This design comes from an exercise in tuning for small area on the open sky130 flow, not from production work. The RTL was checked by simulation tests, not by an equivalence proof against the original design.

==> wip/raven <==
==> flow/design.v <==
module PFIFORM 
(
  input  wire         i_rx_rstn,   
  input  wire         i_core_clk,  
  input  wire         JoinEnable,  
  output wire         JoinPermit,  
  input  wire         PopPermit,   
  input  wire  [4:0]  JoinAmount,   
  input  wire  [4:0]  PopAmount,    
  input  wire  [255:0] JoinData,    
  output wire  [255:0] PopData,     
  output wire          PopEnable    
);
wire           JoinEnableInner;
wire [1:0]     RegisterCounterBranchCode;
reg  [6:0]     RegisterCounter;       
reg  [767:0]   CacheRegisterFIFO;
assign         JoinEnableInner=((JoinEnable==1'b1)&&(JoinPermit==1'b1));
assign         JoinPermit=(JoinAmount+RegisterCounter)<7'd96;
assign         RegisterCounterBranchCode={PopEnable,JoinEnableInner};
assign         PopEnable=( (PopAmount<RegisterCounter) && (PopPermit==1'b1) );
wire [255:0]  JoinDataPro;
assign        JoinDataPro= JoinData <<( {(31-JoinAmount),3'b000} ) ;
wire [767:0] PopDataCache;
assign        PopData= PopDataCache[255:0] & ( ({256{1'b1}})>>( {(31-PopAmount),3'b000} ) );
always @(posedge i_core_clk or negedge i_rx_rstn)
begin
  if(i_rx_rstn==1'b0)
    CacheRegisterFIFO<=768'd0;
  else if(JoinEnableInner==1'b1)
	CacheRegisterFIFO<=( ( CacheRegisterFIFO>>( {(JoinAmount+1),3'b000} ) ) | ({JoinDataPro,512'd0}) );
end
always @(posedge i_core_clk or negedge i_rx_rstn)
begin
  if(i_rx_rstn==1'b0)
    RegisterCounter<=7'd0;
  else
    begin
      case(RegisterCounterBranchCode)
        2'b00: RegisterCounter<=RegisterCounter;
        2'b01: RegisterCounter<=RegisterCounter+JoinAmount+1'b1;
        2'b10: RegisterCounter<=RegisterCounter-PopAmount-1'b1;
        2'b11: RegisterCounter<=RegisterCounter+JoinAmount-PopAmount;
        default: RegisterCounter<=RegisterCounter;
      endcase
    end
end
assign PopDataCache=CacheRegisterFIFO>>( {(7'd96-RegisterCounter),3'b000} ); 
endmodule
==> flow/run.sh <==
#!/bin/bash
# synth_recipe.tcl (not shown) runs the flow's synth.tcl, then flattens the netlist and writes it again
# the make line also repeats each setting of config.mk as NAME=value (left out here)
make -C /OpenROAD-flow-scripts/flow DESIGN_CONFIG=/design/flow/config.mk WORK_HOME=/design/flow/orfs CLKGATE_MAP_FILE= SYNTH_SCRIPT=/design/flow/synth_recipe.tcl finish
==> flow/config.mk <==
export PLATFORM = sky130hd
export DESIGN_NAME = PFIFORM
export DESIGN_NICKNAME = PFIFORM
export VERILOG_FILES = /design/flow/design.v
export SDC_FILE = /design/flow/constraint.sdc
export NUM_CORES = 4
export LEC_CHECK = 0
export CAP_MARGIN = 40
export CORE_MARGIN = 2
export CORE_UTILIZATION = 25
export PLACE_DENSITY = 0.35
export SLEW_MARGIN = 20
==> flow/constraint.sdc <==
create_clock -name core_clock -period 12.0 [get_ports {i_core_clk}]
set_input_delay 2.4000 -clock core_clock [delete_from_list [all_inputs] [get_ports {i_core_clk}]]
set_output_delay 2.4000 -clock core_clock [all_outputs]
set_load 0.01 [all_outputs]
==> wip/lagoon (differences from wip/raven) <==
==> flow/design.v (replaced) <==
module PFIFORM
(
  input  wire          i_rx_rstn,
  input  wire          i_core_clk,
  input  wire          JoinEnable,
  output wire          JoinPermit,
  input  wire          PopPermit,
  input  wire  [4:0]   JoinAmount,
  input  wire  [4:0]   PopAmount,
  input  wire  [255:0] JoinData,
  output wire  [255:0] PopData,
  output wire          PopEnable
);
reg  [6:0]   Count;       
reg  [4:0]   WrLane;      
reg  [2:0]   WrBank;      
reg  [4:0]   RdLane;      
reg  [2:0]   RdBank;      
reg  [767:0] Mem;         
assign JoinPermit = (JoinAmount + Count) < 7'd96;
assign PopEnable  = (PopAmount < Count) && PopPermit;
wire JoinDo = JoinEnable && JoinPermit;
wire [2:0] WrBankNext = {WrBank[1:0], WrBank[2]};
wire [2:0] RdBankNext = {RdBank[1:0], RdBank[2]};
wire [5:0] WrEnd = {1'b0, WrLane} + {1'b0, JoinAmount};
wire [5:0] RdEnd = {1'b0, RdLane} + {1'b0, PopAmount};
wire [255:0] WrRot [0:5];
assign WrRot[0] = JoinData;
genvar gs;
generate
  for (gs = 0; gs < 5; gs = gs + 1) begin : g_wrot
    localparam integer SH = 8 << gs;
    assign WrRot[gs+1] = WrLane[gs] ? {WrRot[gs][255-SH:0], WrRot[gs][255:256-SH]} : WrRot[gs];
  end
endgenerate
genvar gm, gb;
generate
  for (gm = 0; gm < 32; gm = gm + 1) begin : g_wlane
    wire geS = gm >= WrLane;
    wire leE = gm <= WrEnd[4:0];
    wire lwr = JoinDo && (WrEnd[5] ? (geS || leE) : (geS && leE));
    wire [2:0] bank = geS ? WrBank : WrBankNext;
    for (gb = 0; gb < 3; gb = gb + 1) begin : g_wbank
      always @(posedge i_core_clk)
        if (lwr && bank[gb])
          Mem[(32*gb+gm)*8 +: 8] <= WrRot[5][gm*8 +: 8];
    end
  end
endgenerate
wire [255:0] RdSel;
generate
  for (gm = 0; gm < 32; gm = gm + 1) begin : g_rlane
    wire geS = gm >= RdLane;
    wire leE = gm <= RdEnd[4:0];
    wire lrd = RdEnd[5] ? (geS || leE) : (geS && leE);
    wire [2:0] bank = geS ? RdBank : RdBankNext;
    assign RdSel[gm*8 +: 8] =
        ({8{lrd && bank[0]}} & Mem[(gm   )*8 +: 8]) |
        ({8{lrd && bank[1]}} & Mem[(gm+32)*8 +: 8]) |
        ({8{lrd && bank[2]}} & Mem[(gm+64)*8 +: 8]);
  end
endgenerate
wire [255:0] RdRot [0:5];
assign RdRot[0] = RdSel;
generate
  for (gs = 0; gs < 5; gs = gs + 1) begin : g_rrot
    localparam integer SH = 8 << gs;
    assign RdRot[gs+1] = RdLane[gs] ? {RdRot[gs][SH-1:0], RdRot[gs][255:SH]} : RdRot[gs];
  end
endgenerate
assign PopData = RdRot[5];
wire [5:0] WrSum = WrEnd + 6'd1;
wire [5:0] RdSum = RdEnd + 6'd1;
always @(posedge i_core_clk or negedge i_rx_rstn)
begin
  if (i_rx_rstn == 1'b0) begin
    Count  <= 7'd0;
    WrLane <= 5'd0;
    WrBank <= 3'b001;
    RdLane <= 5'd0;
    RdBank <= 3'b001;
  end else begin
    case ({PopEnable, JoinDo})
      2'b01: Count <= Count + JoinAmount + 7'd1;
      2'b10: Count <= Count - PopAmount - 7'd1;
      2'b11: Count <= Count + JoinAmount - PopAmount;
      default: Count <= Count;
    endcase
    if (JoinDo) begin
      WrLane <= WrSum[4:0];
      if (WrSum[5]) WrBank <= WrBankNext;
    end
    if (PopEnable) begin
      RdLane <= RdSum[4:0];
      if (RdSum[5]) RdBank <= RdBankNext;
    end
  end
end
endmodule
ABC_AREA = 1   (was unset)
CAP_MARGIN = 20   (was 40)
CORE_UTILIZATION = 40   (was 25)
PLACE_DENSITY = 0.5   (was 0.35)
==> notes.md <==
	wip/lagoon	wip/raven
Outcome	finished with violations	timing/DRC/antenna clean
Violated checks	setup timing	-
Simple-gate share of the synthesized area	40.61%	21.35%
TritonCTS Buffers	85	122
Routing usage on met3	18.40%	10.73%
Ratio of final minimum period to clock period	100.1%	80.76%
Worst-Margin Slew	1.367 ns	1.266 ns
Initial Util	40.30%	25.13%
Routed WL per cell	37.30 um	43.28 um
Placed cell count	10830	22292
Area share of buffers outside the clock network	9.118%	8.427%
Clk_skew	0.05099 ns	0.1285 ns
Proportion of layout cells with a drive suffix above 1	4.343%	19.28%
Die Outline Area	0.1630 mm2	0.5142 mm2
Fraction of area in multi-input gates	49.70%	69.59%
End of the worst register-to-register path	Mem[392]	RegisterCounter[6]
Clock insertion delay at the later pin of the skew report	0.72 ns	0.98 ns

---

==> build 67: inputs <==
PFIFORM, a different RTL version from the one above (not shown whole).
clock: 12.0 ns
lec_check: 0
abc_area: 1
cap_margin: 40
core_margin: 2
core_utilization: 50
place_density: 0.6
slew_margin: 40
synth_hierarchical: 1
standard.sh (not shown) runs the stock make flow with config.mk's settings and CLKGATE_MAP_FILE= SYNTH_SCRIPT=/design/flow/synth_recipe.tcl, a recipe that flattens the netlist after the stock synthesis.
==> flow/flow/run.sh <==
#!/bin/bash
# Own layout flow: the standard flow, with two changes:
#  - synthesis maps logic with ABC's area mapper (amap), module by module
#    (flow/my_synth.tcl, flow/area.abc);
#    registers come out as in the standard synthesis;
#  - ports are buffered with buf_1 and CTS inserts no dummy loads.
set -euo pipefail
F=$PWD/flow
export MY_ABC_SCRIPT=$F/area.abc
export MY_ABC_EXTRA=""
export BUFFER_PORTS_ARGS="-buffer_cell sky130_fd_sc_hd__buf_1"
export CTS_ARGS="-sink_clustering_enable -repair_clock_nets -dont_use_dummy_load"
bash standard.sh SYNTH_SCRIPT=$F/my_synth.tcl finish > flow_make.log 2>&1
==> flow/flow/area.abc <==
strash
dch
amap
strash
dch
amap
topo
==> flow/flow/my_synth.tcl <==
# synth_recipe.tcl with the ABC mapping script replaced by $::env(MY_ABC_SCRIPT)
proc synth {args} { yosys synth -nofsm -noshare {*}$args }
set f [open $::env(SCRIPTS_DIR)/synth.tcl]
set txt [read $f]
close $f
set old {log_cmd abc {*}$abc_args}
if {[string first $old $txt] < 0} { error "abc call not found in synth.tcl" }
set txt [string map [list $old {log_cmd abc -script $::env(MY_ABC_SCRIPT) {*}[lrange $abc_args 2 end] {*}$::env(MY_ABC_EXTRA)}] $txt]
eval $txt
# left out here: clear keep_hierarchy, flatten, clean up, hide names made inside functions, write 1_2_yosys.v
==> inputs of build 30, as changes to build 67 <==
==> flow/design.v, changed modules only <==
module PFIFORM
(
  input  wire          i_rx_rstn,
  input  wire          i_core_clk,
  input  wire          JoinEnable,
  output wire          JoinPermit,
  input  wire          PopPermit,
  input  wire  [4:0]   JoinAmount,
  input  wire  [4:0]   PopAmount,
  input  wire  [255:0] JoinData,
  output wire  [255:0] PopData,
  output wire          PopEnable
);
reg  [6:0]   Count;       
reg  [4:0]   WrLane;      
reg  [2:0]   WrBank;      
reg  [4:0]   RdLane;      
reg  [2:0]   RdBank;      
reg  [767:0] Ring;        
assign JoinPermit = (JoinAmount + Count) < 7'd96;
assign PopEnable  = (PopAmount < Count) && PopPermit;
wire JoinDo = JoinEnable && JoinPermit;
wire [2:0] WrBankNext = {WrBank[1:0], WrBank[2]};
wire [2:0] WrBankPrev = {WrBank[0], WrBank[2:1]};
wire [2:0] RdBankNext = {RdBank[1:0], RdBank[2]};
wire [2:0] RdBankPrev = {RdBank[0], RdBank[2:1]};
wire [5:0] WrEnd = {1'b0, WrLane} + {1'b0, JoinAmount};
wire [5:0] RdEnd = {1'b0, RdLane} + {1'b0, PopAmount};
genvar gs, gm, gb, gi;
wire [255:0] WrRot [0:5];
assign WrRot[0] = JoinData;
generate
  for (gs = 0; gs < 5; gs = gs + 1) begin : g_wrot
    localparam integer SH = 8 << gs;
    wire [255:0] sh = {WrRot[gs][255-SH:0], WrRot[gs][255:256-SH]};
    wire s  = WrLane[gs];
    wire sn = ~WrLane[gs];
    for (gi = 0; gi < 256; gi = gi + 1) begin : g_bit
      pf_oai22 u (.a(sh[gi]), .b(sn), .c(WrRot[gs][gi]), .d(s), .y(WrRot[gs+1][gi]));
    end
  end
endgenerate
generate
  for (gm = 0; gm < 32; gm = gm + 1) begin : g_wlane
    wire geS = gm >= WrLane;
    wire leE = gm <= WrEnd[4:0];
    wire lwr = JoinDo && (WrEnd[5] ? (geS || leE) : (geS && leE));
    wire [2:0] bank = geS ? WrBank : WrBankNext;
    wire [7:0] wd;
    if (gm % 2) begin : g_odd
      for (gi = 0; gi < 8; gi = gi + 1) begin : g_bit
        pf_inv u (.a(WrRot[5][gm*8+gi]), .y(wd[gi]));
      end
    end else begin : g_even
      assign wd = WrRot[5][gm*8 +: 8];
    end
    for (gb = 0; gb < 3; gb = gb + 1) begin : g_wbank
      localparam integer P  = 32*gb + gm;
      localparam integer PN = (P + 1) % 96;
      wire we  = lwr && bank[gb];
      wire wen = ~we;
      wire [7:0] d;
      for (gi = 0; gi < 8; gi = gi + 1) begin : g_bit
        pf_oai22 u (.a(wd[gi]), .b(wen), .c(Ring[PN*8+gi]), .d(we), .y(d[gi]));
      end
      always @(posedge i_core_clk)
        Ring[P*8 +: 8] <= d;
    end
  end
endgenerate
wire [255:0] RdSelN;
generate
  for (gm = 0; gm < 32; gm = gm + 1) begin : g_rlane
    wire geS = gm >= RdLane;
    wire leE = gm <= RdEnd[4:0];
    wire lrd = RdEnd[5] ? (geS || leE) : (geS && leE);
    wire [2:0] bank = geS ? RdBank : RdBankNext;
    wire [2:0] sel = {3{lrd}} & bank;
    for (gi = 0; gi < 8; gi = gi + 1) begin : g_bit
      if (gm % 2) begin : g_odd
        wire t;
        pf_aoi222 u (.a0(sel[0]), .b0(Ring[(gm   )*8+gi]),
                     .a1(sel[1]), .b1(Ring[(gm+32)*8+gi]),
                     .a2(sel[2]), .b2(Ring[(gm+64)*8+gi]), .y(t));
        pf_nand2 v (.a(lrd), .b(t), .y(RdSelN[gm*8+gi]));
      end else begin : g_even
        pf_aoi222 u (.a0(sel[0]), .b0(Ring[(gm   )*8+gi]),
                     .a1(sel[1]), .b1(Ring[(gm+32)*8+gi]),
                     .a2(sel[2]), .b2(Ring[(gm+64)*8+gi]), .y(RdSelN[gm*8+gi]));
      end
    end
  end
endgenerate
wire [255:0] RdRot [0:5];
assign RdRot[0] = RdSelN;
generate
  for (gs = 0; gs < 5; gs = gs + 1) begin : g_rrot
    localparam integer SH = 8 << gs;
    wire [255:0] sh = {RdRot[gs][SH-1:0], RdRot[gs][255:SH]};
    wire s  = RdLane[gs];
    wire sn = ~RdLane[gs];
    for (gi = 0; gi < 256; gi = gi + 1) begin : g_bit
      pf_oai22 u (.a(sh[gi]), .b(sn), .c(RdRot[gs][gi]), .d(s), .y(RdRot[gs+1][gi]));
    end
  end
endgenerate
assign PopData = RdRot[5];
wire [5:0] WrStep = {1'b0, WrLane} + {1'b0, JoinDo ? JoinAmount : 5'd31};
wire [5:0] RdStep = {1'b0, RdLane} + {1'b0, PopEnable ? PopAmount : 5'd31};
always @(posedge i_core_clk or negedge i_rx_rstn)
begin
  if (i_rx_rstn == 1'b0) begin
    Count  <= 7'd0;
    WrLane <= 5'd31;
    WrBank <= 3'b100;
    RdLane <= 5'd0;
    RdBank <= 3'b001;
  end else begin
    case ({PopEnable, JoinDo})
      2'b01: Count <= Count + JoinAmount + 7'd1;
      2'b10: Count <= Count - PopAmount - 7'd1;
      2'b11: Count <= Count + JoinAmount - PopAmount;
      default: Count <= Count;
    endcase
    WrLane <= WrStep[4:0];
    if (JoinDo) begin
      if (WrStep[5]) WrBank <= WrBankNext;
    end else begin
      if (!WrStep[5]) WrBank <= WrBankPrev;
    end
    RdLane <= RdStep[4:0];
    if (PopEnable) begin
      if (RdStep[5]) RdBank <= RdBankNext;
    end else begin
      if (!RdStep[5]) RdBank <= RdBankPrev;
    end
  end
end
endmodule
// module pf_aoi221 removed
// module pf_therm removed
- CAP_MARGIN: 40 -> 20
- CORE_UTILIZATION: 50 -> 60
- CTS_BUF_LIST: default -> sky130_fd_sc_hd__clkbuf_8
- PLACE_DENSITY: 0.6 -> 0.7
- SLEW_MARGIN: 40 -> 20
==> flow_metrics.py <==
metrics = {
    "finish": {
        "n_all_buffers": 749,
        "stdcell_area_um2": 53000,
        "fin_util_pct": 69.8,
    },
    "run_status": {
        "status": "finished with violations",
        "violations": "max-capacitance violations, max-slew violations",
    },
    "sta": {
        "maxSlewViolCount": 3,
    },
    "flow_run": {
        "max-cap-violations": 2,
    },
    "floorplan": {
        "row_count": 101,
    },
    "global_routing": {
        "grt_pass1_wl_mm": 352,
    },
    "yosys": {
        "synthAdderAreaFrac_pct": 1.45,
    },
}
The numbers above come from build 30.

==> flow_metrics.py <==
metrics = {
    "floorplan": {
        "row_count": 110,
    },
    "global_routing": {
        "grt_pass1_wl_mm": 406,
    },
    "finish": {
        "n_all_buffers": 701,
        "stdcell_area_um2": 53100,
        "fin_util_pct": 58.9,
    },
    "flow_run": {
        "max-cap-violations": 0,
    },
    "placement": {
        "placed_cells": 7362,
    },
    "run_status": {
        "status": "complete, no violations",
    },
    "sta": {
        "maxSlewViolCount": 0,
    },
    "yosys": {
        "synthAdderAreaFrac_pct": 1.28,
    },
}
The numbers above come from build 67.

-- separate check: timing with driven ports --
No port has a modelled driver above. Below, the same layouts with a new extraction and two added sets of constraints.
Step 1 (the two cells are an assumption about what drives the block):
set clk [get_ports {i_core_clk}]
set_driving_cell -lib_cell sky130_fd_sc_hd__clkbuf_16 $clk
set_driving_cell -lib_cell sky130_fd_sc_hd__buf_2 [delete_from_list [all_inputs] $clk]
Step 2 adds t to the input delays and takes it off the output delays; t is the mean of the earliest and latest rising clock arrival at the registers after step 1. Input paths then give back, and output paths get back, about the clock's delay inside the block.
Slacks: no drivers / after step 1 / after step 2; pairs: no drivers / after step 1.
run | t, ns | setup WS [ns] | worst setup path at the end
wip/raven | 1.030 | 2.308 / 2.189 / 2.447 | input to output
wip/lagoon | 0.784 | -0.008 / -0.030 / -0.030 | input to output
build 67 | 0.720 | 2.033 / 1.946 / 2.665 | register to output
build 30 | 0.717 | 0.759 / 0.738 / 0.738 | input to output
The setup slack of wip/lagoon, which loses most, moves by -0.022 ns with the drivers and by -0.022 ns with both steps.
